From an optimization exercise on the open Yosys and OpenROAD flow, aimed at small area, a short achievable clock period and few clock cycles; shortcuts taken in it are not production practice. In this exercise RTL edits were held to simulation tests only and were not proved equivalent to the original.

<file path="design/flow/run.sh">
#!/bin/bash
# synth_recipe.tcl (not shown) runs the flow's synth.tcl, then flattens the netlist and writes it again
# the make line also repeats each setting of config.mk as NAME=value (left out here)
make -C /OpenROAD-flow-scripts/flow DESIGN_CONFIG=/design/flow/config.mk WORK_HOME=/design/flow/orfs CLKGATE_MAP_FILE= SYNTH_SCRIPT=/design/flow/synth_recipe.tcl finish
</file>
<file path="design/flow/config.mk">
export PLATFORM = sky130hd
export DESIGN_NAME = path_math
export DESIGN_NICKNAME = path_math
export VERILOG_FILES = /design/flow/design.v
export SDC_FILE = /design/flow/constraint.sdc
export NUM_CORES = 4
export LEC_CHECK = 0
export CAP_MARGIN = 5
export CORE_MARGIN = 2
export CORE_UTILIZATION = 60
export SETUP_SLACK_MARGIN = 5
export SLEW_MARGIN = 5
</file>
<file path="design/flow/constraint.sdc">
create_clock -name core_clock -period 12.0 [get_ports {clock}]
set_input_delay 2.4000 -clock core_clock [delete_from_list [all_inputs] [get_ports {clock}]]
set_output_delay 2.4000 -clock core_clock [all_outputs]
set_load 0.01 [all_outputs]
</file>
<file path="design/flow/design.v">
`timescale 1ns / 1ps
module abs_diff_7(
    input [7:0] x,
    input [7:0] y,
    output [7:0] absdiff
    );
	 assign absdiff = (x>y) ? x-y : y-x;
endmodule
`timescale 1ns / 1ps
module abs_diff_9(
    input [9:0] x,
    input [9:0] y,
    output [9:0] absdiff
    );
	 assign absdiff = (x>y) ? x-y : y-x;
endmodule
`timescale 1ns / 1ps
module abs_val_8
    (input signed [8:0] v,
     output wire [7:0] absv);
     assign absv = (v[8] == 1) ? ((~v)+1) : v;
endmodule
`timescale 1ns / 1ps
module quadrant(
    input signed [8:0] x,
    input signed [8:0] y,
    output [1:0] q
    );
	 wire [1:0] x_p;
	 wire [1:0] x_n;
	 assign x_p = (y >= 0) ? 0 : 3;
	 assign x_n = (y >= 0) ? 1 : 2;
	 assign q = (x >= 0) ? x_p : x_n;
endmodule
`timescale 1ns / 1ps
module polar_to_cartesian
    (input [11:0] r_theta,  
     output reg signed [8:0] x_value,  
     output reg signed [8:0] y_value);
	parameter POS = 9'sb0_0000_0001;
	parameter NEG = 9'sb1_1111_1111;
   parameter ZERO = 9'sb0_0000_0000;
   wire [31:0] rsin_15deg;  
   wire [31:0] rsin_30deg;  
   wire [31:0] rsin_45deg;  
   wire [31:0] rsin_60deg;  
   wire [31:0] rsin_75deg;  
   assign rsin_15deg = (r_theta[7:0]*66) >> 8;  
   assign rsin_30deg = r_theta[7:0] >> 2;  
   assign rsin_45deg = (r_theta[7:0]*181) >> 8;             
   assign rsin_60deg = (r_theta[7:0]*222) >> 8;  
   assign rsin_75deg = (r_theta[7:0]*247) >> 8;
   always @(*) begin
      case (r_theta[11:8])
         4'h1: begin  
            x_value = POS*rsin_75deg[7:0]; 
            y_value = POS*rsin_15deg[7:0];
         end
         4'h2: begin  
            x_value = POS*rsin_60deg[7:0]; 
            y_value = POS*rsin_30deg[7:0];
         end
         4'h3: begin  
            x_value = POS*rsin_45deg[7:0]; 
            y_value = POS*rsin_45deg[7:0];
         end
         4'h4: begin  
            x_value = POS*rsin_30deg[7:0]; 
            y_value = POS*rsin_60deg[7:0];
         end
         4'h5: begin  
            x_value = POS*rsin_15deg[7:0]; 
            y_value = POS*rsin_75deg[7:0];
         end
         4'h6: begin  
            x_value = POS*ZERO; 
            y_value = POS*r_theta[7:0];
         end
         4'h7: begin  
            x_value = NEG*rsin_15deg[7:0]; 
            y_value = POS*rsin_75deg[7:0];
         end
         4'h8: begin  
            x_value = NEG*rsin_30deg[7:0]; 
            y_value = POS*rsin_60deg[7:0];
         end
         4'h9: begin  
            x_value = NEG*rsin_45deg[7:0]; 
            y_value = POS*rsin_45deg[7:0];
         end
         4'hA: begin  
            x_value = NEG*rsin_60deg[7:0]; 
            y_value = POS*rsin_30deg[7:0];
         end
         4'hB: begin  
            x_value = NEG*rsin_75deg[7:0]; 
            y_value = POS*rsin_15deg[7:0];
         end
         4'hC: begin  
            x_value = NEG*r_theta[7:0]; 
            y_value = ZERO;
         end
         default: begin  
            x_value = POS*r_theta[7:0]; 
            y_value = ZERO;
         end
      endcase
   end
endmodule
`timescale 1ns / 1ps
module calc_abs7rtan_00_75_15
    (input [7:0] r,
     output wire [7:0] abs7rtan_15,
     output wire [7:0] abs7rtan_30,
     output wire [7:0] abs7rtan_45,
     output wire [9:0] abs7rtan_60,
     output wire [9:0] abs7rtan_75);
		wire signed [31:0] rtan_15deg;  
		wire signed [31:0] rtan_30deg;  
		wire signed [31:0] rtan_60deg;  
		wire signed [31:0] rtan_75deg;  
		assign rtan_15deg = (r*16'sh0225) >>> 11;
		assign rtan_30deg = (r*16'sh024f) >>> 10;
		assign rtan_60deg = (r*16'sh0DDB) >>> 11;
		assign rtan_75deg = (r*16'sh1DDB) >>> 11;
		assign abs7rtan_15 = rtan_15deg[7:0];
		assign abs7rtan_30 = rtan_30deg[7:0];
		assign abs7rtan_45 = r;
		assign abs7rtan_60 = rtan_60deg[9:0];
		assign abs7rtan_75 = rtan_75deg[9:0];
endmodule
`timescale 1ns / 1ps
module find_min_5_vals_cascading(
    input [7:0] input1,
    input [7:0] input2,
    input [7:0] input3,
    input [7:0] input4,
    input [7:0] input5,
    output [2:0] output_index
    );
	wire comp1_2;
	wire comp2_3;
	wire comp3_4;
	wire comp4_5;
	assign comp1_2 = input1 >= input2;
	assign comp2_3 = input2 >= input3;
	assign comp3_4 = input3 >= input4;
	assign comp4_5 = input4 >= input5;
	wire is1;
	wire is5;
	wire is2;
	wire is4;
	assign is1 = ((!comp1_2) & (!comp2_3) & (!comp3_4) & (!comp4_5));
	assign is5 = (comp1_2 & comp2_3 & comp3_4 & comp4_5);
	assign is2 = ((!is1) & (!is5) & (!comp2_3) & (!comp3_4));
	assign is4 = ((!is1) & (!is5) & (comp2_3) & (comp3_4));
	assign output_index = is1 ? 3'h1 : (is5 ? 3'h5 : (is2 ? 3'h2 : (is4 ? 3'h4 : 3'h3)));
endmodule
`timescale 1ns / 1ps
module calc_r_y_theta(
   input [7:0] y,
   input [7:0] x,  
   input [3:0] theta,
   output reg [7:0] r);
   wire [31:0] r_15deg;  
   wire [31:0] r_30deg;  
   wire [31:0] r_45deg;  
   wire [31:0] r_60deg;  
   wire [31:0] r_75deg;  
   assign r_15deg = (y*989) >> 10;
   assign r_30deg = y >> 9;
   assign r_45deg = (y*362) >> 10;
   assign r_60deg = (y*296) >> 10;
   assign r_75deg = (y*265) >> 10;
   always @(*) begin
      case(theta)
         1: r = r_15deg[7:0];
         2: r = r_30deg[7:0];
         3: r = r_45deg[7:0];
         4: r = r_60deg[7:0];
         5: r = r_75deg[7:0];
         6: r = y;  
         default: r = x;  
      endcase
   end
endmodule
`timescale 1ns / 1ps
module orientation_math
    (input [11:0] r_theta_original,  
     input [11:0] r_theta_final,  
     input clock,
     input enable,
     input reset,
     output reg done,
     output reg [4:0] orientation);
	parameter DEG360 = 5'h18;
	parameter DEG180 = 5'h0C;
	parameter ERROR_FACTOR = 4;
	reg [3:0] state;
	parameter IDLE 			 	= 4'h0;
	parameter SHORTCUT_TEST		= 4'h1;
	parameter SHORTCUT_TEST_2	= 4'h2;
	parameter PTC					= 4'h3;
	parameter DELTAS				= 4'h4;
	parameter ABS_DELTA_QUAD 	= 4'h5;
	parameter DX_TAN				= 4'h6;
	parameter ABS_DIFF			= 4'h7;
	parameter BASE_ANGLE_CALC	= 4'h8;
	parameter CALC_ORIENTATION	= 4'h9;
	parameter REPORT			 	= 4'hF;
	reg [4:0] original_base_angle;
	reg [4:0] shortcut_quadrant_adjust;
	reg signed [8:0] x_original;
	reg signed [8:0] y_original;
	reg signed [8:0] x_final;
	reg signed [8:0] y_final;
	wire signed [8:0] x_original_t;
	wire signed [8:0] y_original_t;
	wire signed [8:0] x_final_t;
	wire signed [8:0] y_final_t;
	polar_to_cartesian ptc_original (.r_theta(r_theta_original),.x_value(x_original_t),.y_value(y_original_t));
	polar_to_cartesian ptc_final (.r_theta(r_theta_final),.x_value(x_final_t),.y_value(y_final_t));
	reg signed [8:0] delta_y;
	reg signed [8:0] delta_x;
	wire [7:0] abs_delta_x_t;
	wire [7:0] abs_delta_y_t;
	reg [7:0] abs_delta_x;
	reg [7:0] abs_delta_y;
	reg [1:0] quadrant;
	wire [1:0] quadrant_t;
	abs_val_8 absx (.v(delta_x),.absv(abs_delta_x_t));
	abs_val_8 absy (.v(delta_y),.absv(abs_delta_y_t));
	quadrant q1 (.x(delta_x),.y(delta_y),.q(quadrant_t));
	reg [7:0] abs_dx_tan15;
	reg [7:0] abs_dx_tan30;
	reg [7:0] abs_dx_tan45;
	reg [9:0] abs_dx_tan60;
	reg [9:0] abs_dx_tan75;
	wire [7:0] abs_dx_tan15_t;
	wire [7:0] abs_dx_tan30_t;
	wire [7:0] abs_dx_tan45_t;
	wire [9:0] abs_dx_tan60_t;
	wire [9:0] abs_dx_tan75_t;
	calc_abs7rtan_00_75_15 abstan(.r(abs_delta_x),.abs7rtan_15(abs_dx_tan15_t),
											 .abs7rtan_30(abs_dx_tan30_t),.abs7rtan_45(abs_dx_tan45_t),
											 .abs7rtan_60(abs_dx_tan60_t),.abs7rtan_75(abs_dx_tan75_t));
	reg [7:0] diff_15;
	reg [7:0] diff_30;
	reg [7:0] diff_45;
	reg [7:0] diff_60;
	reg [7:0] diff_75;
	wire [7:0] diff_15_t;
	wire [7:0] diff_30_t;
	wire [7:0] diff_45_t;
	wire [9:0] diff_60_t;
	wire [9:0] diff_75_t;
	abs_diff_7 abdiff15 (.y(abs_delta_y),.x(abs_dx_tan15),.absdiff(diff_15_t));
	abs_diff_7 abdiff30 (.y(abs_delta_y),.x(abs_dx_tan30),.absdiff(diff_30_t));
	abs_diff_7 abdiff45 (.y(abs_delta_y),.x(abs_dx_tan45),.absdiff(diff_45_t));
	abs_diff_9 abdiff60 (.y({2'b00,abs_delta_y}),.x(abs_dx_tan60),.absdiff(diff_60_t));
	abs_diff_9 abdiff75 (.y({2'b00,abs_delta_y}),.x(abs_dx_tan75),.absdiff(diff_75_t));
	reg [2:0] base_angle;
	wire [2:0] base_angle_t;
	find_min_5_vals_cascading min5( 	.input1(diff_15),.input2(diff_30),
												.input3(diff_45),.input4(diff_60),
												.input5(diff_75),.output_index(base_angle_t));
   always @(posedge clock) begin
      if (reset) begin
         state <= IDLE;
         done <= 0;
			orientation <= 5'h00;
      end
      else begin
         case(state)
				SHORTCUT_TEST: begin
					if (r_theta_original[11:8] == r_theta_final[11:8]) begin
						original_base_angle <= {1'b0,r_theta_original[11:8]};
						shortcut_quadrant_adjust <= (r_theta_final[7:0] >= r_theta_original[7:0]) ? 0 : 12;
						state <= SHORTCUT_TEST_2;
					end
					else begin
						state <= PTC;
					end
				end
				SHORTCUT_TEST_2: begin
					orientation <= original_base_angle + shortcut_quadrant_adjust;
					state <= REPORT;
				end
				PTC: begin
					x_original <= x_original_t;
					y_original <= y_original_t;
					x_final <= x_final_t;
					y_final <= y_final_t;
					state <= DELTAS;
				end
				DELTAS: begin
					delta_x <= x_final - x_original;
					delta_y <= y_final - y_original;
					state <= ABS_DELTA_QUAD;
				end
				ABS_DELTA_QUAD: begin
					abs_delta_x <= abs_delta_x_t;
					abs_delta_y <= abs_delta_y_t;
					quadrant <= quadrant_t;
					state <= DX_TAN;
				end
				DX_TAN: begin
					if (abs_delta_y <= ERROR_FACTOR) begin
						orientation <= 0 + (delta_x < 0 ? 12 : 0);
						state <= REPORT;
					end
					else if (abs_delta_x <= ERROR_FACTOR) begin
						orientation <= 6 + (delta_y < 0 ? 12 : 0);
						state <= REPORT;
					end
					else begin
						abs_dx_tan15 <= abs_dx_tan15_t;
						abs_dx_tan30 <= abs_dx_tan30_t;
						abs_dx_tan45 <= abs_dx_tan45_t;
						abs_dx_tan60 <= abs_dx_tan60_t;
						abs_dx_tan75 <= abs_dx_tan75_t;
						state <= ABS_DIFF;
					end
				end
				ABS_DIFF: begin
					diff_15 <= diff_15_t;
					diff_30 <= diff_30_t;
					diff_45 <= diff_45_t;
					diff_60 <= diff_60_t > 8'hFF ? 8'hFE : diff_60_t[7:0];  
					diff_75 <= diff_75_t > 8'hFF ? 8'hFF : diff_75_t[7:0];
					state <= BASE_ANGLE_CALC;
   			end
				BASE_ANGLE_CALC: begin
					base_angle <= base_angle_t;
					state <= CALC_ORIENTATION;
				end
				CALC_ORIENTATION: begin
					case(quadrant)
						1: orientation <= (DEG180 - base_angle);  
						2: orientation <= (DEG180 + base_angle);  
						3: orientation <= (DEG360 - base_angle);  
						default: orientation <= base_angle;  
					endcase
					state <= REPORT;
				end
				REPORT: begin
					done <= 1;
					state <= IDLE;
					if (orientation >= DEG360) begin
						orientation <= orientation - DEG360;
					end
				end
				default: begin
					if (enable) begin
						state <= SHORTCUT_TEST;
						done <= 0;
					end
				end
			endcase
		end
	end
endmodule
`timescale 1ns / 1ps
module path_math
    (input [11:0] location,  
     input [11:0] target,  
     input [4:0] current_orientation,  
     input clock,
     input enable,
     input reset,
     output reg done,
     output [4:0] needed_orientation,  
     output [11:0] move_command);  
   wire [7:0] xm_l, ym_l, xm_t, ym_t;
   wire       xs_l, xs_t;
   ptc_mag ptc_l (.r_theta(location), .xm(xm_l), .ym(ym_l), .xs(xs_l));
   ptc_mag ptc_t (.r_theta(target),   .xm(xm_t), .ym(ym_t), .xs(xs_t));
   wire       xsame = (xs_t == xs_l);
   wire [8:0] ex_t = {1'b0, xm_t} + ({1'b0, xm_l} ^ {9{xsame}}) + {8'd0, xsame};
   wire [8:0] dy_t = {1'b0, ym_t} - {1'b0, ym_l};
   reg [8:0] ex, dy;
   reg       exneg, busy;
   always @(posedge clock) begin
      ex <= ex_t;
      dy <= dy_t;
      exneg <= xs_t;
      busy <= enable & ~reset;
   end
   wire       ex_nz = |ex;
   wire       dxneg = exneg ? ((ex_nz & ~ex[8]) | (ex == 9'h100)) : ex[8];
   wire       dyneg = dy[8];
   wire [1:0] quad = {dyneg, dxneg ^ dyneg};  
   wire       sx = ex[8];
   wire       sy = dy[8];
   wire [7:0] ac = ex[7:0] ^ {8{sx}};
   wire [7:0] yc = dy[7:0] ^ {8{sy}};
   wire [7:0] y, a;
   pm_abs ab (.ac(ac), .sx(sx), .yc(yc), .sy(sy), .y(y), .a(a));
   wire ysmall = dy[8] ? (dy[7:0] >= 8'hFC) : (dy[7:0] <= 8'd4);
   wire asmall = ex[8] ? ((ex[7:0] >= 8'hFC) || (ex[7:0] == 8'h00)) : (ex[7:0] <= 8'd4);
   wire c12, c23, c34, c45;
   pm_compare cmp (.a(a), .y(y), .c12(c12), .c23(c23), .c34(c34), .c45(c45));
   wire       same = (location[11:8] == target[11:8]);
   wire [4:0] sum_s = {1'b0, location[11:8]} + ((target[7:0] >= location[7:0]) ? 5'd0 : 5'd12);
   wire [4:0] need_s_t = (sum_s >= 5'd24) ? sum_s - 5'd24 : sum_s;
   reg  [2:0] ba_s_t;
   always @(*) begin
      case (quad)
         2'd1: ba_s_t = 3'd4 - need_s_t[2:0];
         2'd2: ba_s_t = need_s_t[2:0] + 3'd4;
         2'd3: ba_s_t = 3'd0 - need_s_t[2:0];
         default: ba_s_t = need_s_t[2:0];
      endcase
   end
   wire use_a = same ? (ba_s_t == 3'd0 || ba_s_t == 3'd7) : ysmall;
   reg       r_c12, r_c23, r_c34, r_c45, r_ysmall, r_asmall, r_same;
   reg [1:0] r_quad;
   reg [4:0] need_s, cur;
   reg [7:0] ry;
   always @(posedge clock) begin
      if (reset) begin
         done <= 1'b0;
      end else if (busy) begin
         done <= 1'b1;
      end else if (enable) begin
         done <= 1'b0;
      end
      if (busy) begin
         r_c12 <= c12;
         r_c23 <= c23;
         r_c34 <= c34;
         r_c45 <= c45;
         r_ysmall <= ysmall;
         r_asmall <= asmall;
         r_same <= same;
         r_quad <= quad;
         need_s <= need_s_t;
         cur <= current_orientation;
         ry <= use_a ? a : y;
      end
   end
   wire is1 = ~r_c12 & ~r_c23 & ~r_c34 & ~r_c45;
   wire is5 = r_c12 & r_c23 & r_c34 & r_c45;
   wire is2 = ~is1 & ~is5 & ~r_c23 & ~r_c34;
   wire is4 = ~is1 & ~is5 & r_c23 & r_c34;
   wire [2:0] b = is1 ? 3'd1 : (is5 ? 3'd5 : (is2 ? 3'd2 : (is4 ? 3'd4 : 3'd3)));
   wire o_dyneg = r_quad[1];
   wire o_dxneg = r_quad[1] ^ r_quad[0];
   reg [4:0] need_n;
   always @(*) begin
      if (r_ysmall) need_n = o_dxneg ? 5'd12 : 5'd0;
      else if (r_asmall) need_n = o_dyneg ? 5'd18 : 5'd6;
      else case (r_quad)
         2'd1: need_n = 5'd12 - b;
         2'd2: need_n = 5'd12 + b;
         2'd3: need_n = 5'd24 - b;
         default: need_n = {2'b00, b};
      endcase
   end
   reg [2:0] ba_s;
   always @(*) begin
      case (r_quad)
         2'd1: ba_s = 3'd4 - need_s[2:0];
         2'd2: ba_s = need_s[2:0] + 3'd4;
         2'd3: ba_s = 3'd0 - need_s[2:0];
         default: ba_s = need_s[2:0];
      endcase
   end
   wire [4:0] need = r_same ? need_s : need_n;
   wire [2:0] ba = r_same ? ba_s : (r_ysmall ? 3'd0 : (r_asmall ? 3'd6 : b));
   wire [6:0] d1, d3, d4, d5;
   pm_distance dd (.y(ry), .d1(d1), .d3(d3), .d4(d4), .d5(d5));
   reg  [6:0]  dist_v;
   always @(*) begin
      case (ba)
         3'd1: dist_v = d1;
         3'd2: dist_v = 7'd0;
         3'd3: dist_v = d3;
         3'd4: dist_v = d4;
         3'd5: dist_v = d5;
         default: dist_v = ry[6:0];   
      endcase
   end
   wire [4:0] angle = need - cur + ((cur > need) ? 5'd24 : 5'd0);
   assign needed_orientation = need;
   assign move_command = {angle, dist_v};
endmodule
module ptc_mag
    (input [11:0] r_theta,
     output reg [7:0] xm,
     output reg [7:0] ym,
     output xs);
   wire [7:0] r = r_theta[7:0];
   wire [3:0] t = r_theta[11:8];
   wire [6:0] m15;                    
   wire [7:0] m30 = {2'b00, r[7:2]};
   wire [7:0] m45, m60, m75;          
   pm_ptc_products pp (.r(r), .m15(m15), .m45(m45), .m60(m60), .m75(m75));
   wire [2:0] k = (t <= 4'd6) ? t[2:0] : ((t <= 4'd12) ? 3'd4 - t[2:0] : 3'd0);
   assign xs = (t >= 4'd7) && (t <= 4'd12);
   always @(*) begin
      case (k)
        3'd1: begin xm = m75; ym = {1'b0, m15}; end
        3'd2: begin xm = m60; ym = m30; end
        3'd3: begin xm = m45; ym = m45; end
        3'd4: begin xm = m30; ym = m60; end
        3'd5: begin xm = {1'b0, m15}; ym = m75; end
        3'd6: begin xm = 8'd0; ym = r; end
        default: begin xm = r; ym = 8'd0; end
      endcase
   end
endmodule
module pm_ptc_products
   (input [7:0] r,
    output [6:0] m15,
    output [7:0] m45,
    output [7:0] m60,
    output [7:0] m75);
   wire p_1;
   wire p_2;
   wire p_3;
   wire p_4;
   wire p_5;
   wire p_6;
   wire p_7;
   wire p_8;
   wire p_9;
   wire p_10;
   wire p_11;
   wire p_12;
   wire p_13;
   wire p_14;
   wire p_15;
   wire p_16;
   wire p_17;
   wire p_18;
   wire p_19;
   wire p_20;
   wire p_21;
   wire p_22;
   wire p_23;
   wire p_24;
   wire p_25;
   wire p_26;
   wire p_27;
   wire p_28;
   wire p_29;
   wire p_30;
   wire p_31;
   wire p_32;
   wire p_33;
   wire p_34;
   wire p_35;
   wire p_36;
   wire p_37;
   wire p_38;
   wire p_40;
   wire p_41;
   wire p_42;
   wire p_43;
   wire p_44;
   wire p_45;
   wire p_46;
   wire p_47;
   wire p_48;
   wire p_49;
   wire p_50;
   wire p_51;
   wire p_52;
   wire p_53;
   wire p_54;
   wire p_55;
   wire p_56;
   wire p_57;
   wire p_58;
   wire p_59;
   wire p_60;
   wire p_61;
   wire p_62;
   wire p_63;
   wire p_64;
   wire p_65;
   wire p_66;
   wire p_67;
   wire p_68;
   wire p_69;
   wire p_70;
   wire p_71;
   wire p_73;
   wire p_74;
   wire p_75;
   wire p_76;
   wire p_77;
   wire p_78;
   wire p_79;
   wire p_80;
   wire p_81;
   wire p_82;
   wire p_83;
   wire p_84;
   wire p_85;
   wire p_86;
   wire p_87;
   wire p_88;
   wire p_89;
   wire p_90;
   wire p_91;
   wire p_92;
   wire p_93;
   wire p_94;
   wire p_95;
   wire p_96;
   wire p_97;
   wire p_98;
   wire p_99;
   wire p_100;
   wire p_101;
   wire p_102;
   wire p_103;
   wire p_104;
   wire [13:0] p_s0 = {1'b0, r[7], r[6], r[5], r[4], r[3], r[2], r[1], r[0], r[4], r[3], r[2], r[1], r[0]} + {1'b0, 1'b0, 1'b0, 1'b0, 1'b0, 1'b0, r[7], r[6], r[5], 1'b0, 1'b0, 1'b0, 1'b0, 1'b0};
   assign p_1 = r[7] ^ r[5];
   assign p_2 = r[7] & r[5];
   assign p_3 = r[6] ^ r[4];
   assign p_4 = r[6] & r[4];
   assign p_5 = r[7] ^ r[5];
   assign p_6 = r[7] & r[5];
   assign p_7 = r[5] ^ r[3];
   assign p_8 = r[5] & r[3];
   assign p_9 = r[6] ^ r[4] ^ r[2];
   assign p_10 = (r[6] & r[4]) | (r[6] & r[2]) | (r[4] & r[2]);
   assign p_11 = p_1 ^ r[3] ^ r[2];
   assign p_12 = (p_1 & r[3]) | (p_1 & r[2]) | (r[3] & r[2]);
   assign p_13 = p_3 ^ r[3] ^ r[1];
   assign p_14 = (p_3 & r[3]) | (p_3 & r[1]) | (r[3] & r[1]);
   assign p_15 = p_5 ^ r[4] ^ r[2];
   assign p_16 = (p_5 & r[4]) | (p_5 & r[2]) | (r[4] & r[2]);
   assign p_17 = r[6] ^ r[5] ^ r[3];
   assign p_18 = (r[6] & r[5]) | (r[6] & r[3]) | (r[5] & r[3]);
   assign p_19 = r[7] ^ r[6];
   assign p_20 = r[7] & r[6];
   assign p_21 = r[4] ^ r[2];
   assign p_22 = r[4] & r[2];
   assign p_23 = p_7 ^ r[1] ^ r[0];
   assign p_24 = (p_7 & r[1]) | (p_7 & r[0]) | (r[1] & r[0]);
   assign p_25 = p_9 ^ r[1] ^ p_8;
   assign p_26 = (p_9 & r[1]) | (p_9 & p_8) | (r[1] & p_8);
   assign p_27 = p_11 ^ r[0] ^ p_10;
   assign p_28 = (p_11 & r[0]) | (p_11 & p_10) | (r[0] & p_10);
   assign p_29 = p_13 ^ p_2 ^ p_12;
   assign p_30 = (p_13 & p_2) | (p_13 & p_12) | (p_2 & p_12);
   assign p_31 = p_15 ^ p_4 ^ p_14;
   assign p_32 = (p_15 & p_4) | (p_15 & p_14) | (p_4 & p_14);
   assign p_33 = p_17 ^ p_6 ^ p_16;
   assign p_34 = (p_17 & p_6) | (p_17 & p_16) | (p_6 & p_16);
   assign p_35 = p_19 ^ r[4] ^ p_18;
   assign p_36 = (p_19 & r[4]) | (p_19 & p_18) | (r[4] & p_18);
   assign p_37 = r[7] ^ r[5] ^ p_20;
   assign p_38 = (r[7] & r[5]) | (r[7] & p_20) | (r[5] & p_20);
   wire [15:0] p_s39 = {1'b0, r[7], r[6], p_37, p_35, p_33, p_31, p_29, p_27, p_25, p_23, p_21, r[3], r[2], r[1], r[0]} + {1'b0, 1'b0, p_38, p_36, p_34, p_32, p_30, p_28, p_26, p_24, p_22, r[0], r[1], r[0], 1'b0, 1'b0};
   assign p_40 = ~r[0];
   assign p_41 = ~r[1];
   assign p_42 = ~r[2];
   assign p_43 = ~r[3];
   assign p_44 = ~r[4];
   assign p_45 = ~r[0];
   assign p_46 = ~r[5];
   assign p_47 = ~r[1];
   assign p_48 = ~r[6];
   assign p_49 = ~r[2];
   assign p_50 = ~r[7];
   assign p_51 = ~r[3];
   assign p_52 = ~r[4];
   assign p_53 = ~r[5];
   assign p_54 = ~r[6];
   assign p_55 = ~r[7];
   assign p_56 = p_44 ^ p_45;
   assign p_57 = p_44 & p_45;
   assign p_58 = p_46 ^ p_47;
   assign p_59 = p_46 & p_47;
   assign p_60 = p_48 ^ p_49;
   assign p_61 = p_48 & p_49;
   assign p_62 = p_50 ^ p_51 ^ r[0];
   assign p_63 = (p_50 & p_51) | (p_50 & r[0]) | (p_51 & r[0]);
   assign p_64 = p_52 ^ r[1] ^ 1'b1;
   assign p_65 = (p_52 & r[1]) | (p_52 & 1'b1) | (r[1] & 1'b1);
   assign p_66 = p_53 ^ r[2] ^ 1'b1;
   assign p_67 = (p_53 & r[2]) | (p_53 & 1'b1) | (r[2] & 1'b1);
   assign p_68 = p_54 ^ r[3] ^ 1'b1;
   assign p_69 = (p_54 & r[3]) | (p_54 & 1'b1) | (r[3] & 1'b1);
   assign p_70 = p_55 ^ r[4] ^ 1'b1;
   assign p_71 = (p_55 & r[4]) | (p_55 & 1'b1) | (r[4] & 1'b1);
   wire [14:0] p_s72 = {r[7], r[6], r[5], p_70, p_68, p_66, p_64, p_62, p_60, p_58, p_56, p_43, p_42, p_41, p_40} + {1'b1, 1'b1, p_71, p_69, p_67, p_65, p_63, p_61, p_59, p_57, 1'b1, 1'b0, 1'b0, 1'b0, 1'b1};
   assign p_73 = ~r[0];
   assign p_74 = ~r[1];
   assign p_75 = ~r[2];
   assign p_76 = ~r[3];
   assign p_77 = ~r[0];
   assign p_78 = ~r[4];
   assign p_79 = ~r[1];
   assign p_80 = ~r[5];
   assign p_81 = ~r[2];
   assign p_82 = ~r[6];
   assign p_83 = ~r[3];
   assign p_84 = ~r[7];
   assign p_85 = ~r[4];
   assign p_86 = ~r[5];
   assign p_87 = ~r[6];
   assign p_88 = ~r[7];
   assign p_89 = p_76 ^ p_77;
   assign p_90 = p_76 & p_77;
   assign p_91 = p_78 ^ p_79;
   assign p_92 = p_78 & p_79;
   assign p_93 = p_80 ^ p_81;
   assign p_94 = p_80 & p_81;
   assign p_95 = p_82 ^ p_83;
   assign p_96 = p_82 & p_83;
   assign p_97 = p_84 ^ p_85;
   assign p_98 = p_84 & p_85;
   assign p_99 = p_86 ^ r[0] ^ 1'b1;
   assign p_100 = (p_86 & r[0]) | (p_86 & 1'b1) | (r[0] & 1'b1);
   assign p_101 = p_87 ^ r[1] ^ 1'b1;
   assign p_102 = (p_87 & r[1]) | (p_87 & 1'b1) | (r[1] & 1'b1);
   assign p_103 = p_88 ^ r[2] ^ 1'b1;
   assign p_104 = (p_88 & r[2]) | (p_88 & 1'b1) | (r[2] & 1'b1);
   wire [15:0] p_s105 = {r[7], r[6], r[5], r[4], r[3], p_103, p_101, p_99, p_97, p_95, p_93, p_91, p_89, p_75, p_74, p_73} + {1'b1, 1'b1, 1'b1, 1'b1, p_104, p_102, p_100, p_98, p_96, p_94, p_92, p_90, 1'b1, 1'b0, 1'b0, 1'b1};
   assign m15 = {p_s0[13], p_s0[12], p_s0[11], p_s0[10], p_s0[9], p_s0[8], p_s0[7]};
   assign m45 = {p_s39[15], p_s39[14], p_s39[13], p_s39[12], p_s39[11], p_s39[10], p_s39[9], p_s39[8]};
   assign m60 = {p_s72[14], p_s72[13], p_s72[12], p_s72[11], p_s72[10], p_s72[9], p_s72[8], p_s72[7]};
   assign m75 = {p_s105[15], p_s105[14], p_s105[13], p_s105[12], p_s105[11], p_s105[10], p_s105[9], p_s105[8]};
endmodule
module pm_compare
   (input [7:0] a,
    input [7:0] y,
    output c12,
    output c23,
    output c34,
    output c45);
   wire c_0;
   wire c_1;
   wire c_2;
   wire c_3;
   wire c_4;
   wire c_5;
   wire c_6;
   wire c_7;
   wire c_8;
   wire c_9;
   wire c_10;
   wire c_11;
   wire c_12;
   wire c_13;
   wire c_14;
   wire c_15;
   wire c_17;
   wire c_18;
   wire c_19;
   wire c_20;
   wire c_21;
   wire c_22;
   wire c_23;
   wire c_24;
   wire c_25;
   wire c_26;
   wire c_27;
   wire c_28;
   wire c_29;
   wire c_30;
   wire c_31;
   wire c_32;
   wire c_33;
   wire c_34;
   wire c_35;
   wire c_36;
   wire c_37;
   wire c_38;
   wire c_39;
   wire c_40;
   wire c_41;
   wire c_42;
   wire c_43;
   wire c_44;
   wire c_45;
   wire c_46;
   wire c_47;
   wire c_48;
   wire c_49;
   wire c_50;
   wire c_51;
   wire c_52;
   wire c_53;
   wire c_54;
   wire c_55;
   wire c_56;
   wire c_58;
   wire c_59;
   wire c_60;
   wire c_61;
   wire c_62;
   wire c_63;
   wire c_64;
   wire c_66;
   wire c_67;
   wire c_68;
   wire c_69;
   wire c_70;
   wire c_71;
   wire c_72;
   wire c_73;
   wire c_74;
   wire c_75;
   wire c_76;
   wire c_77;
   wire c_78;
   wire c_79;
   wire c_80;
   wire c_81;
   wire c_82;
   wire c_83;
   wire c_84;
   wire c_85;
   wire c_86;
   wire c_87;
   wire c_88;
   wire c_89;
   wire c_90;
   wire c_91;
   wire c_92;
   wire c_93;
   wire c_94;
   wire c_95;
   wire c_96;
   wire c_98;
   wire c_99;
   wire c_100;
   wire c_101;
   wire c_102;
   wire c_103;
   wire c_104;
   wire c_105;
   wire c_107;
   wire c_108;
   wire c_109;
   wire c_110;
   wire c_111;
   wire c_112;
   wire c_113;
   wire c_114;
   wire c_115;
   wire c_116;
   wire c_117;
   wire c_118;
   wire c_119;
   wire c_120;
   wire c_121;
   wire c_122;
   wire c_123;
   wire c_124;
   wire c_125;
   wire c_126;
   wire c_127;
   wire c_128;
   wire c_129;
   wire c_130;
   wire c_131;
   wire c_132;
   wire c_133;
   wire c_134;
   wire c_135;
   wire c_136;
   wire c_137;
   wire c_139;
   wire c_140;
   wire c_141;
   wire c_142;
   wire c_143;
   wire c_144;
   wire c_145;
   wire c_146;
   wire c_147;
   wire c_148;
   wire c_149;
   wire c_150;
   wire c_151;
   wire c_152;
   wire c_153;
   wire c_154;
   wire c_155;
   wire c_156;
   wire c_157;
   wire c_158;
   wire c_159;
   wire c_160;
   wire c_161;
   wire c_162;
   wire c_163;
   wire c_164;
   wire c_165;
   wire c_166;
   wire c_167;
   wire c_168;
   wire c_169;
   wire c_170;
   wire c_172;
   wire c_173;
   wire c_174;
   wire c_175;
   wire c_176;
   wire c_177;
   wire c_178;
   wire c_179;
   wire c_180;
   wire c_181;
   wire c_182;
   wire c_184;
   wire c_185;
   wire c_186;
   wire c_187;
   wire c_188;
   wire c_189;
   wire c_190;
   wire c_191;
   wire c_192;
   wire c_193;
   wire c_194;
   wire c_195;
   wire c_196;
   wire c_197;
   wire c_198;
   wire c_199;
   wire c_200;
   wire c_201;
   wire c_202;
   wire c_203;
   wire c_204;
   wire c_205;
   wire c_206;
   wire c_207;
   wire c_208;
   wire c_209;
   wire c_210;
   wire c_212;
   wire c_213;
   wire c_214;
   wire c_215;
   wire c_216;
   wire c_217;
   wire c_218;
   wire c_219;
   assign c_0 = a[5] ^ a[3];
   assign c_1 = a[5] & a[3];
   assign c_2 = a[6] ^ a[4] ^ a[1];
   assign c_3 = (a[6] & a[4]) | (a[6] & a[1]) | (a[4] & a[1]);
   assign c_4 = a[7] ^ a[5] ^ a[2];
   assign c_5 = (a[7] & a[5]) | (a[7] & a[2]) | (a[5] & a[2]);
   assign c_6 = a[6] ^ a[3];
   assign c_7 = a[6] & a[3];
   assign c_8 = a[7] ^ a[4] ^ a[0];
   assign c_9 = (a[7] & a[4]) | (a[7] & a[0]) | (a[4] & a[0]);
   assign c_10 = a[5] ^ a[1];
   assign c_11 = a[5] & a[1];
   assign c_12 = a[6] ^ a[2];
   assign c_13 = a[6] & a[2];
   assign c_14 = a[7] ^ a[3];
   assign c_15 = a[7] & a[3];
   wire [17:0] c_s16 = {1'b0, a[7], a[6], a[5], a[4], c_14, c_12, c_10, c_8, c_6, c_4, c_2, c_0, a[4], a[3], a[2], a[1], a[0]} + {1'b0, 1'b0, 1'b0, 1'b0, c_15, c_13, c_11, c_9, c_7, c_5, c_3, c_1, a[0], a[2], a[1], a[0], 1'b0, 1'b0};
   assign c_17 = ~a[0];
   assign c_18 = ~a[1];
   assign c_19 = ~a[2];
   assign c_20 = ~a[3];
   assign c_21 = ~a[4];
   assign c_22 = ~a[5];
   assign c_23 = ~a[6];
   assign c_24 = ~a[7];
   assign c_25 = a[5] ^ a[3];
   assign c_26 = a[5] & a[3];
   assign c_27 = a[6] ^ a[4] ^ a[1];
   assign c_28 = (a[6] & a[4]) | (a[6] & a[1]) | (a[4] & a[1]);
   assign c_29 = a[7] ^ a[5] ^ a[2];
   assign c_30 = (a[7] & a[5]) | (a[7] & a[2]) | (a[5] & a[2]);
   assign c_31 = a[6] ^ a[3];
   assign c_32 = a[6] & a[3];
   assign c_33 = a[7] ^ a[4];
   assign c_34 = a[7] & a[4];
   assign c_35 = c_23 ^ a[2];
   assign c_36 = c_23 & a[2];
   assign c_37 = c_24 ^ a[3] ^ a[1];
   assign c_38 = (c_24 & a[3]) | (c_24 & a[1]) | (a[3] & a[1]);
   assign c_39 = a[4] ^ a[2] ^ 1'b1;
   assign c_40 = (a[4] & a[2]) | (a[4] & 1'b1) | (a[2] & 1'b1);
   assign c_41 = c_25 ^ a[0] ^ 1'b1;
   assign c_42 = (c_25 & a[0]) | (c_25 & 1'b1) | (a[0] & 1'b1);
   assign c_43 = c_27 ^ 1'b1 ^ c_26;
   assign c_44 = (c_27 & 1'b1) | (c_27 & c_26) | (1'b1 & c_26);
   assign c_45 = c_29 ^ 1'b1 ^ c_28;
   assign c_46 = (c_29 & 1'b1) | (c_29 & c_28) | (1'b1 & c_28);
   assign c_47 = c_31 ^ 1'b1 ^ c_30;
   assign c_48 = (c_31 & 1'b1) | (c_31 & c_30) | (1'b1 & c_30);
   assign c_49 = c_33 ^ 1'b1 ^ c_32;
   assign c_50 = (c_33 & 1'b1) | (c_33 & c_32) | (1'b1 & c_32);
   assign c_51 = a[5] ^ 1'b1 ^ c_34;
   assign c_52 = (a[5] & 1'b1) | (a[5] & c_34) | (1'b1 & c_34);
   assign c_53 = a[6] ^ 1'b1;
   assign c_54 = a[6] & 1'b1;
   assign c_55 = a[7] ^ 1'b1;
   assign c_56 = a[7] & 1'b1;
   wire [17:0] c_s57 = {1'b1, c_55, c_53, c_51, c_49, c_47, c_45, c_43, c_41, c_39, c_37, c_35, c_22, c_21, c_20, c_19, c_18, c_17} + {c_56, c_54, c_52, c_50, c_48, c_46, c_44, c_42, c_40, c_38, c_36, a[0], a[1], a[0], 1'b0, 1'b0, 1'b0, 1'b1};
   assign c_58 = ~c_s16[11];
   assign c_59 = ~c_s16[12];
   assign c_60 = ~c_s16[13];
   assign c_61 = ~c_s16[14];
   assign c_62 = ~c_s16[15];
   assign c_63 = ~c_s16[16];
   assign c_64 = ~c_s16[17];
   wire [9:0] c_s65 = {1'b1, a[7], a[6], a[5], a[4], a[3], a[2], a[1], a[0], c_58} + {1'b0, 1'b1, 1'b1, c_64, c_63, c_62, c_61, c_60, c_59, 1'b1};
   assign c_66 = ~a[0];
   assign c_67 = ~c_s16[11];
   assign c_68 = ~a[1];
   assign c_69 = ~c_s16[12];
   assign c_70 = ~a[2];
   assign c_71 = ~c_s16[13];
   assign c_72 = ~a[3];
   assign c_73 = ~c_s16[14];
   assign c_74 = ~a[4];
   assign c_75 = ~c_s16[15];
   assign c_76 = ~a[5];
   assign c_77 = ~c_s16[16];
   assign c_78 = ~a[6];
   assign c_79 = ~c_s16[17];
   assign c_80 = ~a[7];
   assign c_81 = c_66 ^ c_67;
   assign c_82 = c_66 & c_67;
   assign c_83 = c_68 ^ c_69;
   assign c_84 = c_68 & c_69;
   assign c_85 = c_70 ^ a[0] ^ c_71;
   assign c_86 = (c_70 & a[0]) | (c_70 & c_71) | (a[0] & c_71);
   assign c_87 = c_72 ^ a[1] ^ c_73;
   assign c_88 = (c_72 & a[1]) | (c_72 & c_73) | (a[1] & c_73);
   assign c_89 = c_74 ^ a[2] ^ c_75;
   assign c_90 = (c_74 & a[2]) | (c_74 & c_75) | (a[2] & c_75);
   assign c_91 = c_76 ^ a[3] ^ c_77;
   assign c_92 = (c_76 & a[3]) | (c_76 & c_77) | (a[3] & c_77);
   assign c_93 = c_78 ^ a[4] ^ c_79;
   assign c_94 = (c_78 & a[4]) | (c_78 & c_79) | (a[4] & c_79);
   assign c_95 = c_80 ^ a[5] ^ 1'b1;
   assign c_96 = (c_80 & a[5]) | (c_80 & 1'b1) | (a[5] & 1'b1);
   wire [10:0] c_s97 = {1'b1, a[7], a[6], c_95, c_93, c_91, c_89, c_87, c_85, c_83, c_81} + {1'b0, 1'b1, c_96, c_94, c_92, c_90, c_88, c_86, c_84, c_82, 1'b1};
   assign c_98 = ~c_s57[10];
   assign c_99 = ~c_s57[11];
   assign c_100 = ~c_s57[12];
   assign c_101 = ~c_s57[13];
   assign c_102 = ~c_s57[14];
   assign c_103 = ~c_s57[15];
   assign c_104 = ~c_s57[16];
   assign c_105 = ~c_s57[17];
   wire [10:0] c_s106 = {1'b1, 1'b1, y[7], y[6], y[5], y[4], y[3], y[2], y[1], y[0], c_98} + {1'b0, 1'b0, 1'b1, c_105, c_104, c_103, c_102, c_101, c_100, c_99, 1'b1};
   assign c_107 = ~c_s16[11];
   assign c_108 = ~c_s16[12];
   assign c_109 = ~c_s16[13];
   assign c_110 = ~c_s16[14];
   assign c_111 = ~c_s16[15];
   assign c_112 = ~c_s16[16];
   assign c_113 = ~c_s16[17];
   assign c_114 = c_s106[0] ^ c_107;
   assign c_115 = c_s106[0] & c_107;
   assign c_116 = c_s106[1] ^ c_108;
   assign c_117 = c_s106[1] & c_108;
   assign c_118 = c_s106[2] ^ c_109;
   assign c_119 = c_s106[2] & c_109;
   assign c_120 = c_s106[3] ^ c_110;
   assign c_121 = c_s106[3] & c_110;
   assign c_122 = c_s106[4] ^ c_111;
   assign c_123 = c_s106[4] & c_111;
   assign c_124 = c_s106[5] ^ c_112;
   assign c_125 = c_s106[5] & c_112;
   assign c_126 = c_s106[6] ^ c_113;
   assign c_127 = c_s106[6] & c_113;
   assign c_128 = c_s106[7] ^ 1'b1;
   assign c_129 = c_s106[7] & 1'b1;
   assign c_130 = c_s106[8] ^ 1'b1;
   assign c_131 = c_s106[8] & 1'b1;
   assign c_132 = c_s106[9] ^ 1'b1;
   assign c_133 = c_s106[9] & 1'b1;
   assign c_134 = c_s106[10] ^ 1'b1;
   assign c_135 = c_s106[10] & 1'b1;
   assign c_136 = c_s106[10] ^ 1'b1;
   assign c_137 = c_s106[10] & 1'b1;
   wire [11:0] c_s138 = {c_136, c_134, c_132, c_130, c_128, c_126, c_124, c_122, c_120, c_118, c_116, c_114} + {c_135, c_133, c_131, c_129, c_127, c_125, c_123, c_121, c_119, c_117, c_115, 1'b1};
   assign c_139 = ~a[0];
   assign c_140 = ~a[1];
   assign c_141 = ~a[2];
   assign c_142 = ~a[3];
   assign c_143 = ~a[4];
   assign c_144 = ~a[5];
   assign c_145 = ~a[6];
   assign c_146 = ~a[7];
   assign c_147 = c_s106[0] ^ c_139;
   assign c_148 = c_s106[0] & c_139;
   assign c_149 = c_s106[1] ^ c_140;
   assign c_150 = c_s106[1] & c_140;
   assign c_151 = c_s106[2] ^ c_141;
   assign c_152 = c_s106[2] & c_141;
   assign c_153 = c_s106[3] ^ c_142;
   assign c_154 = c_s106[3] & c_142;
   assign c_155 = c_s106[4] ^ c_143;
   assign c_156 = c_s106[4] & c_143;
   assign c_157 = c_s106[5] ^ c_144;
   assign c_158 = c_s106[5] & c_144;
   assign c_159 = c_s106[6] ^ c_145;
   assign c_160 = c_s106[6] & c_145;
   assign c_161 = c_s106[7] ^ c_146;
   assign c_162 = c_s106[7] & c_146;
   assign c_163 = c_s106[8] ^ 1'b1;
   assign c_164 = c_s106[8] & 1'b1;
   assign c_165 = c_s106[9] ^ 1'b1;
   assign c_166 = c_s106[9] & 1'b1;
   assign c_167 = c_s106[10] ^ 1'b1;
   assign c_168 = c_s106[10] & 1'b1;
   assign c_169 = c_s106[10] ^ 1'b1;
   assign c_170 = c_s106[10] & 1'b1;
   wire [11:0] c_s171 = {c_169, c_167, c_165, c_163, c_161, c_159, c_157, c_155, c_153, c_151, c_149, c_147} + {c_168, c_166, c_164, c_162, c_160, c_158, c_156, c_154, c_152, c_150, c_148, 1'b1};
   assign c_172 = ~c_s97[0];
   assign c_173 = ~c_s97[1];
   assign c_174 = ~c_s97[2];
   assign c_175 = ~c_s97[3];
   assign c_176 = ~c_s97[4];
   assign c_177 = ~c_s97[5];
   assign c_178 = ~c_s97[6];
   assign c_179 = ~c_s97[7];
   assign c_180 = ~c_s97[8];
   assign c_181 = ~c_s97[9];
   assign c_182 = ~c_s97[10];
   wire [11:0] c_s183 = {1'b1, c_182, c_181, y[7], y[6], y[5], y[4], y[3], y[2], y[1], y[0], c_172} + {1'b0, 1'b0, 1'b0, c_180, c_179, c_178, c_177, c_176, c_175, c_174, c_173, 1'b1};
   assign c_184 = ~c_s97[0];
   assign c_185 = ~c_s97[1];
   assign c_186 = ~c_s97[2];
   assign c_187 = ~c_s97[3];
   assign c_188 = ~c_s97[4];
   assign c_189 = ~c_s97[5];
   assign c_190 = ~c_s97[6];
   assign c_191 = ~c_s97[7];
   assign c_192 = ~c_s97[8];
   assign c_193 = ~c_s97[9];
   assign c_194 = ~c_s97[10];
   assign c_195 = y[0] ^ c_184;
   assign c_196 = y[0] & c_184;
   assign c_197 = y[1] ^ c_185;
   assign c_198 = y[1] & c_185;
   assign c_199 = y[2] ^ c_186;
   assign c_200 = y[2] & c_186;
   assign c_201 = y[3] ^ c_187;
   assign c_202 = y[3] & c_187;
   assign c_203 = y[4] ^ c_188;
   assign c_204 = y[4] & c_188;
   assign c_205 = y[5] ^ c_189;
   assign c_206 = y[5] & c_189;
   assign c_207 = y[6] ^ c_190;
   assign c_208 = y[6] & c_190;
   assign c_209 = y[7] ^ c_191;
   assign c_210 = y[7] & c_191;
   wire [11:0] c_s211 = {1'b1, c_194, c_193, c_192, c_209, c_207, c_205, c_203, c_201, c_199, c_197, c_195} + {1'b0, 1'b0, 1'b0, c_210, c_208, c_206, c_204, c_202, c_200, c_198, c_196, 1'b1};
   assign c_212 = c_s65[0] ^ y[0];
   assign c_213 = c_s65[1] ^ y[1];
   assign c_214 = c_s65[2] ^ y[2];
   assign c_215 = c_s65[3] ^ y[3];
   assign c_216 = c_s65[4] ^ y[4];
   assign c_217 = c_s65[5] ^ y[5];
   assign c_218 = c_s65[6] ^ y[6];
   assign c_219 = c_s65[7] ^ y[7];
   assign c12 = ~c_s138[11];
   assign c23 = ~c_s171[11];
   assign c34 = ~c_s183[11];
   assign c45 = ~c_s211[11] | (~c_s65[9] & c_s65[8] & ~(c_212 | c_213 | c_214 | c_215 | c_216 | c_217 | c_218 | c_219));
endmodule
module pm_distance
   (input [7:0] y,
    output [6:0] d1,
    output [6:0] d3,
    output [6:0] d4,
    output [6:0] d5);
   wire q_1;
   wire q_2;
   wire q_3;
   wire q_4;
   wire q_5;
   wire q_6;
   wire q_7;
   wire q_8;
   wire q_9;
   wire q_10;
   wire q_11;
   wire q_12;
   wire q_13;
   wire q_14;
   wire q_15;
   wire q_16;
   wire q_17;
   wire q_18;
   wire q_19;
   wire q_20;
   wire q_21;
   wire q_22;
   wire q_23;
   wire q_24;
   wire q_26;
   wire q_27;
   wire q_28;
   wire q_29;
   wire q_30;
   wire q_31;
   wire q_32;
   wire q_33;
   wire q_34;
   wire q_35;
   wire q_36;
   wire q_37;
   wire q_38;
   wire q_39;
   wire q_40;
   wire q_41;
   wire q_42;
   wire q_43;
   wire q_44;
   wire q_45;
   wire [11:0] q_s0 = {1'b0, y[7], y[6], y[5], y[4], y[3], y[2], y[1], y[0], y[2], y[1], y[0]} + {1'b0, 1'b0, 1'b0, 1'b0, y[7], y[6], y[5], y[4], y[3], 1'b0, 1'b0, 1'b0};
   assign q_1 = ~q_s0[0];
   assign q_2 = ~q_s0[1];
   assign q_3 = ~q_s0[2];
   assign q_4 = ~q_s0[3];
   assign q_5 = ~q_s0[4];
   assign q_6 = ~q_s0[5];
   assign q_7 = ~q_s0[6];
   assign q_8 = ~q_s0[7];
   assign q_9 = ~q_s0[8];
   assign q_10 = ~q_s0[9];
   assign q_11 = ~q_s0[10];
   assign q_12 = ~q_s0[11];
   assign q_13 = q_1 ^ y[2];
   assign q_14 = q_1 & y[2];
   assign q_15 = q_2 ^ y[3];
   assign q_16 = q_2 & y[3];
   assign q_17 = q_3 ^ y[4];
   assign q_18 = q_3 & y[4];
   assign q_19 = q_4 ^ y[5];
   assign q_20 = q_4 & y[5];
   assign q_21 = q_5 ^ y[6];
   assign q_22 = q_5 & y[6];
   assign q_23 = q_6 ^ y[7];
   assign q_24 = q_6 & y[7];
   wire [16:0] q_s25 = {y[6], y[5], y[4], y[3], y[2], y[1], y[0], q_8, q_7, q_23, q_21, q_19, q_17, q_15, q_13, y[1], y[0]} + {1'b1, 1'b1, 1'b1, q_12, q_11, q_10, q_9, 1'b0, q_24, q_22, q_20, q_18, q_16, q_14, 1'b1, 1'b0, 1'b0};
   assign q_26 = q_s0[0] ^ q_s0[2];
   assign q_27 = q_s0[0] & q_s0[2];
   assign q_28 = q_s0[1] ^ q_s0[3] ^ y[5];
   assign q_29 = (q_s0[1] & q_s0[3]) | (q_s0[1] & y[5]) | (q_s0[3] & y[5]);
   assign q_30 = q_s0[2] ^ q_s0[4] ^ y[6];
   assign q_31 = (q_s0[2] & q_s0[4]) | (q_s0[2] & y[6]) | (q_s0[4] & y[6]);
   assign q_32 = q_s0[3] ^ q_s0[5] ^ y[7];
   assign q_33 = (q_s0[3] & q_s0[5]) | (q_s0[3] & y[7]) | (q_s0[5] & y[7]);
   assign q_34 = q_s0[4] ^ q_s0[6];
   assign q_35 = q_s0[4] & q_s0[6];
   assign q_36 = q_s0[5] ^ q_s0[7];
   assign q_37 = q_s0[5] & q_s0[7];
   assign q_38 = q_s0[6] ^ q_s0[8];
   assign q_39 = q_s0[6] & q_s0[8];
   assign q_40 = q_s0[7] ^ q_s0[9];
   assign q_41 = q_s0[7] & q_s0[9];
   assign q_42 = q_s0[8] ^ q_s0[10];
   assign q_43 = q_s0[8] & q_s0[10];
   assign q_44 = q_s0[9] ^ q_s0[11];
   assign q_45 = q_s0[9] & q_s0[11];
   wire [15:0] q_s46 = {q_s0[11], q_s0[10], q_44, q_42, q_40, q_38, q_36, q_34, q_32, q_30, q_28, q_26, q_s0[1], q_s0[0], y[1], y[0]} + {1'b0, q_45, q_43, q_41, q_39, q_37, q_35, q_33, q_31, q_29, q_27, y[4], y[3], y[2], 1'b0, 1'b0};
   wire [13:0] q_s47 = {q_s0[11], q_s0[10], q_s0[9], q_s0[8], q_s0[7], q_s0[6], q_s0[5], q_s0[4], q_s0[3], q_s0[2], q_s0[1], q_s0[0], y[1], y[0]} + {1'b0, 1'b0, 1'b0, 1'b0, 1'b0, 1'b0, y[7], y[6], y[5], y[4], y[3], y[2], 1'b0, 1'b0};
   wire [16:0] q_s48 = {1'b0, y[7], y[6], y[5], y[4], y[3], y[2], y[1], y[0], q_s0[7], q_s0[6], q_s0[5], q_s0[4], q_s0[3], q_s0[2], q_s0[1], q_s0[0]} + {1'b0, 1'b0, 1'b0, 1'b0, 1'b0, q_s0[11], q_s0[10], q_s0[9], q_s0[8], 1'b0, 1'b0, 1'b0, 1'b0, 1'b0, 1'b0, 1'b0, 1'b0};
   assign d1 = {q_s25[16], q_s25[15], q_s25[14], q_s25[13], q_s25[12], q_s25[11], q_s25[10]};
   assign d3 = {q_s46[15], q_s46[14], q_s46[13], q_s46[12], q_s46[11], q_s46[10], q_s46[9]};
   assign d4 = {q_s47[13], q_s47[12], q_s47[11], q_s47[10], q_s47[9], q_s47[8], q_s47[7]};
   assign d5 = {q_s48[16], q_s48[15], q_s48[14], q_s48[13], q_s48[12], q_s48[11], q_s48[10]};
endmodule
module pm_abs
   (input [7:0] ac,
    input sx,
    input [7:0] yc,
    input sy,
    output [7:0] y,
    output [7:0] a);
   wire [7:0] i_s0 = {yc[7], yc[6], yc[5], yc[4], yc[3], yc[2], yc[1], yc[0]} + {1'b0, 1'b0, 1'b0, 1'b0, 1'b0, 1'b0, 1'b0, sy};
   wire [7:0] i_s1 = {ac[7], ac[6], ac[5], ac[4], ac[3], ac[2], ac[1], ac[0]} + {1'b0, 1'b0, 1'b0, 1'b0, 1'b0, 1'b0, 1'b0, sx};
   assign y = {i_s0[7], i_s0[6], i_s0[5], i_s0[4], i_s0[3], i_s0[2], i_s0[1], i_s0[0]};
   assign a = {i_s1[7], i_s1[6], i_s1[5], i_s1[4], i_s1[3], i_s1[2], i_s1[1], i_s1[0]};
endmodule
</file>
==> flow_summary.toml, run 1 <==
[clock_tree]
tritoncts.num_buffers = 5
clock_latency_ns = 0.29
htree_levels = 2
clock-root-buffer = "clkbuf_16"
ctsHoldBuffers = 0
clkTransAtPathRegs_ns = 0.07
cts_sinks = 48
cts_buffer_depth = 2
cts_tree = "built"

[sta]
worst_slack_ns = 5.12
fin_tns_setup_ns = 0
finalCriticalPeriod_ns = 6.88
relSlewSlack_pct = 39.0
final-hold-violation-count = 0
rsz0062_at_grt = "yes"
fin_skew_ns = 0.0108
fmax_mhz = 145
tightest_slew_ns = 0.915
hold_ws_ns = 0.487
timing.final.crit_share_pct = 57.3
setup_viol = 0
drv_slew = 0

[route]
viasPerCell = 5.97
drt_iter0_drc = 976
routed_wirelength_mm = 38.3
wl_per_cell_microns = 17.2
ant_nets = 0
drc = 0
dr.pass1.iters = 6
vias = 13290

[die]
io-pin-count = 50
initial_utilization_pct = 60.7
core_sq_mm = 0.0233
fp.dieArea_sq_mm = 0.0248
die_w_microns = 157
die_y_microns = 157
row_count = 56

[logic_synthesis]
postSynthAreaPerCell_sq_um = 7.82
synth_compound_area_share_pct = 22.6
synth_top_family_by_area = "adder cells"
synth_xor_area_share_pct = 9.66
synth_edf_count = 27
yosysWarningCount = 2
synthFlopType = "edfxtp_1"
ys_ff_latch = 48
yosys.cell_types.count = 89
synth_nets = 2203
netlist_area_sq_mm = 0.0141
synthArstFlopShare_pct = 0
synth_mux_area_share_pct = 0.683
synth-simple-area-share_pct = 16.5
syn_inst = 1805
synthAdderAreaFrac_pct = 34.9
ys_seq_area_share_pct = 8.72

[setup_path]
reg2reg_to = "r_c45"
rr_startpoint = "ex[0]"
worstSetupEndpointType = "output port"
crit_type = "reg -> out"
crit_required_ns = 9.60
cp_data_arrival_time_ns = 4.48
rrSetupSlack_ns = 5.34
cp_max_fo = 4
worst_r2r_path_depth = 32
start_kind = "flip-flop"

[final_layout]
drive_above_1_share_pct = 13.3
layout.nets = 2303
final_cell_mix = "312 x ha_1, 192 x inv_1, 130 x a21oi_1"
instances_no_fill = 2225
area_growth_pct = 15.4
antenna_cells = 0
final_common_cell = "ha_1"

[placed_design]
place_ws_ns = 3.55
hpwlAfterDp_mm = 29.4
place_congestion = 0.943
port_buffers = 49
dp_cells = 2142

[grt]
grt_use_met1_pct = 38.4
antenna_found_initial = 0
met2_usage_pct = 54.6
first_global_vias = 12552
grt_pass1_wl_mm = 60.8
grt_max_degree = 28
overflow = 0
grt_usage_pct = 30.0
gr-usage-met3_pct = 1.84
grt_busiest_layer = "met2"

[job]
max-cap-violations = 0

[hold_path]
hp-start = "busy"
whs_path_depth = 2
hold_path.class = "reg -> reg"
hold_end = "done"

[run_status]
run_status = "no timing/DRC/antenna violations"
-- worst max-delay path by stage --
stage                startpoint               end  slack [ns]  cells after the start
floorplan           location[4]             ex[7]        5.22                     21
global placement    location[5]             dy[8]        3.66                     22
detailed placement  location[5]             dy[8]        3.55                     22
CTS                   target[7]             ex[8]        5.00                     22
global route          r_quad[0]  move_command[11]        4.93                     20
finish                r_quad[0]  move_command[11]        5.12                     21
-- flip-flops by register name (all words and copies together) (netlist names), 2 cells and up --
signal,count
cur,5
dy,9
ex,9
need_s,5
r_quad,2
ry,8
-- cells by family after synthesis --
kind of cell / after synthesis
buffers and inverters: 254
multiplexers: 9
XOR/XNOR: 154
flip-flops: 48
adder cells (fa/ha/maj): 369
AND/OR/NAND/NOR: 466
AO/OA/AOI/OAI: 505
-- critical path: stages, from the launching register on --
cell and delay, ns:
edfxtp_1 0.47, ha_4 0.22, inv_4 0.06, ha_4 0.20, xor2_1 0.14, o21ai_1 0.07, a21oi_1 0.08, a311o_1 0.30
a221oi_2 0.29, a21oi_2 0.07, ha_1 0.32, o21a_1 0.11, o21ai_1 0.12, nand2b_1 0.08, a21oi_2 0.13, a31oi_2 0.06
fa_1 0.61, ha_4 0.24, a21oi_4 0.16, xnor2_2 0.13, xnor2_1 0.15, buf_2 0.16
-- cell type report --
cell class,instances,area (sq um)
Multi-Input combinational cell,1503,12500
Fill cell,1977,6980
Sequential cell,48,1240
Timing Repair Buffer,137,1120
Inverter,210,818
Tap cell,319,399
Clock buffer,5,125
Clock inverter,3,47.5
-- metal layers --
metal  wire length, microns  share of wire, %  vias to the layer above
li1                       -                 -                     6635
met1                  16800                44                     6234
met4                    892               2.3                        0
met2                  19000                50                      351
met3                   1590               4.1                       70
met5                      0                 0                        -
-- timing repair --
action / in CTS / in global routing
gates resized for setup: 114 / 126
setup buffers: 33 / 42
setup endpoints to repair: 34 / 27
pin swaps: 14 / 38
-- cell usage after synthesis (9+ instances only) --
cell type  instances  share of area, %
a211oi_1          14              0.74
a21o_1            39               2.1
a21oi_1          154               5.5
a22oi_1           12              0.64
a31oi_1           12              0.53
and2_1            12              0.53
buf_2             11              0.39
clkbuf_1          29              0.77
dfxtp_1           21               3.0
edfxtp_1          27               5.7
fa_1              42               6.0
ha_1             324                29
inv_1            202               5.4
nand2_1          107               2.8
nand2b_1          35               1.6
nand3_1           29               1.0
nand4_1           16              0.71
nor2_1           121               3.2
nor2b_1           25               1.1
nor3_1            48               1.7
o21a_1            17              0.90
o21ai_0          117               4.1
o21ai_1           17              0.60
o21bai_1          13              0.69
o221ai_1           9              0.56
o31ai_1           11              0.59
or3_1             21              0.93
xnor2_1          100               6.2
xor2_1            52               3.2
-- stage by stage --
step           cell area, sq um  utilization [%]
2_1_floorplan             14100                -
3_3_place_gp              14900             64.1
3_5_place_dp              14900             64.1
4_1_cts                   15600             66.9
5_1_grt                   16300             70.0
6_report                  16300             70.0
Testbench counts, summed over its fixed seeds: cycles 32,000.
==> inputs of run 2 (changes only) <==
--- a/design/flow/config.mk
+++ b/design/flow/config.mk
@@ -7,6 +7,6 @@
 export LEC_CHECK = 0
 export CAP_MARGIN = 5
 export CORE_MARGIN = 2
-export CORE_UTILIZATION = 60
+export CORE_UTILIZATION = 40
 export SETUP_SLACK_MARGIN = 5
 export SLEW_MARGIN = 5
==> run 2 against run 1 <==
Die area up 49%. Critical path type is now in -> reg. Sequential share of layout area down 0.17 points. Highest routed layer unchanged. Wire length up 3.8%. Final cell count up 6.4%. Sequential cell count unchanged.
==> flow_summary.toml, run 2 <==
[setup_path]
cp_data_arrival_time_ns = 7.11
start_kind = "input pin"
cp_num_buf_inv = 4
worstSetupEndpointType = "flip-flop"
critPathMaxStageDelay_ns = 0.52
crit_type = "in -> reg"
rrSetupSlack_ns = 5.33
cp_slowest_cell = "fa_1"
crit_family = "adder cells"
crit_required_ns = 12.22
worst_r2r_path_depth = 33
path_cells = "buf_4, fa_1, inv_1, fa_1, inv_1, ha_1, and3_1, a221o_1, a21oi_2, o21bai_2, buf_4, a21oi_4, o21ai_0, nand3b_1, nand4_1, ha_1, nand3_1, nand2_1, a41o_1, o31a_1, o21a_1, nor2_1, xnor2_1"
crit_cells = 23
cp_max_fo = 15

[logic_synthesis]
synth.most_common_cell = "ha_1"
synth_common_cells = "324 x ha_1, 202 x inv_1, 154 x a21oi_1, 121 x nor2_1, 117 x o21ai_0"
synth_top_area_share_pct = 28.7
yosys.cell_types.count = 89
yosysWarningCount = 2
ys_seq_area_share_pct = 8.72
postSynthAreaPerCell_sq_um = 7.82
synthFlopType = "edfxtp_1"
syn_inst = 1805
ys_ff_latch = 48
ys_top_cells_by_area = "ha_1 29%, xnor2_1 6.2%, fa_1 6.0%"
synth_top_area_cell = "ha_1"
synth_nets = 2203
netlist_area_sq_mm = 0.0141
synth_edf_count = 27
synthArstFlopShare_pct = 0

[final_layout]
seq_area_sq_mm = 0.00124
antenna_cells = 0
drive_above_1_share_pct = 14.5
final_cell_mix = "307 x ha_1, 188 x inv_1, 122 x a21oi_1"
multi_input_area_sq_mm = 0.0126
layout.nets = 2310
final_common_cell = "ha_1"
area_growth_pct = 18.1
fillCellCount = 3363
largestRegisters = "dy: 9 flops, ex: 9 flops, ry: 8 flops"
instances_no_fill = 2368

[sta]
final-hold-violation-count = 0
rsz0062_at_grt = "yes"
tightest_slew_ns = 1.19
drv_slew = 0
timing.final.crit_share_pct = 57.4
fin_skew_ns = 0.00370
hold_ws_ns = 0.503
fmax_mhz = 145
finalCriticalPeriod_ns = 6.89
fin_tns_setup_ns = 0
relSlewSlack_pct = 20.6
setup_viol = 0

[placed_design]
place_congestion = 0.949
hpwlAfterDp_mm = 30.9
port_buffers = 49
dp_cells = 2281

[die]
io-pin-count = 50
die_y_microns = 192
core_sq_mm = 0.0346
row_count = 68
initial_utilization_pct = 40.8
die_w_microns = 192
fp.dieArea_sq_mm = 0.0368

[grt]
grt_usage_pct = 21.3
grt_max_degree = 29
first_global_vias = 12820
overflow = 0
antenna_found_initial = 0
grt_pass1_wl_mm = 64.1

[clock_tree]
htree_levels = 2
tritoncts.num_buffers = 5
cts_buffer_depth = 2
clkTransAtPathRegs_ns = 0.07
clock-root-buffer = "clkbuf_16"
cts_tree = "built"
cts_sinks = 48
clock_latency_ns = 0.29

[route]
drt_iter0_drc = 933
drc = 0
vias = 13316
wl_per_cell_microns = 16.8
viasPerCell = 5.62
routed_wirelength_mm = 39.8
dr.pass1.iters = 6
ant_nets = 0

[run_status]
run_status = "no timing/DRC/antenna violations"

[hold_path]
whs_path_depth = 2
hold_path.class = "reg -> reg"

[job]
max-cap-violations = 0
## run 2: per-stage QoR
stage	area [sq um]	util, %	setup slack [ns]
6_report	16700	48.1	5.11
2_1_floorplan	14100	-	5.22
3_3_place_gp	15100	43.6	3.83
3_5_place_dp	15100	43.6	3.63
4_1_cts	15800	45.7	4.94
5_1_grt	16700	48.1	4.97
## run 2: final cells by class
cell class,count,share of cell area (%)
inverters,210,4.96
multi-input cells,1503,75.6
well taps,455,3.42
repair buffers,144,7.48
clock inverters,1,0.0525
clock buffers,7,1.05
flip-flops and latches,48,7.43
## run 2: routing by layer
layer / track usage, % / part of all wire (%)
met3: 1.63 / 4.0
met2: 38.0 / 49
met1: 27.7 / 45
met4: 5.44 / 2.2
met5: 0 / 0
## run 2: kinds of logic after synthesis
logic type | share of synthesized area, %
adders and majority gates | 34.9
AOI/OAI and AO/OA | 22.6
DFF | 8.72
and+or+nand+nor | 16.5
buffers and inverters | 6.91
xor gates and xnor gates | 9.66
muxes | 0.683
## run 2: final timing paths
path | startpoint | endpoint
worst max-delay path | target[4] | ex[7]
worst max register to register | ex[8] | r_c45
worst min register to register | done | done
worst min-delay path | done | done
## run 2: worst register-to-register path: cells and delay by family, from the launching register on
kind / cells / cell delay, ns
AND/OR/NAND/NOR: 7 / 1.02
flip-flops: 1 / 0.42
XOR/XNOR: 2 / 0.39
adder cells (fa/ha/maj): 7 / 2.27
AO/OA/AOI/OAI: 12 / 1.68
buffers and inverters: 5 / 0.63
## run 2: what timing repair did
item / in CTS / in global routing
cloned: 1 / 0
buffers inserted: 31 / 47
pin swaps: 31 / 69
gates resized for setup: 112 / 151
hold buffers: 0 / 0
setup endpoints to repair: 34 / 29

port drivers added, routing unchanged:
The flow's constraints put no driver on any port. The routed layouts listed below were extracted and timed again, unchanged, in two steps.
Step 1, drivers: a clkbuf_16 drives clock and a buf_2 each remaining input, both assumed.
Step 2 adds t to the input delays and takes it off the output delays; t is the mean of the earliest and latest rising clock arrival at the registers after step 1. Input paths then give back, and output paths get back, about the clock's delay inside the block.
Slacks: ideal / step 1 / step 2; pairs: ideal / step 1.
| run | shift t [ns] | setup slack, ns | worst setup path after step 2 | slew at the worst register clock pin (ns) | pins driven straight from the clock port |
|---|---|---|---|---|---|
| run 1 | 0.327 | 5.118 / 5.079 / 4.863 | input to register | 0.07 / 0.07 | 1 |
| run 2 | 0.324 | 5.106 / 5.124 / 4.800 | input to register | 0.07 / 0.07 | 1 |
After both steps every run listed still meets setup and hold. The setup slack of run 2, which loses most, moves by +0.018 ns with the drivers and by -0.306 ns with both steps.
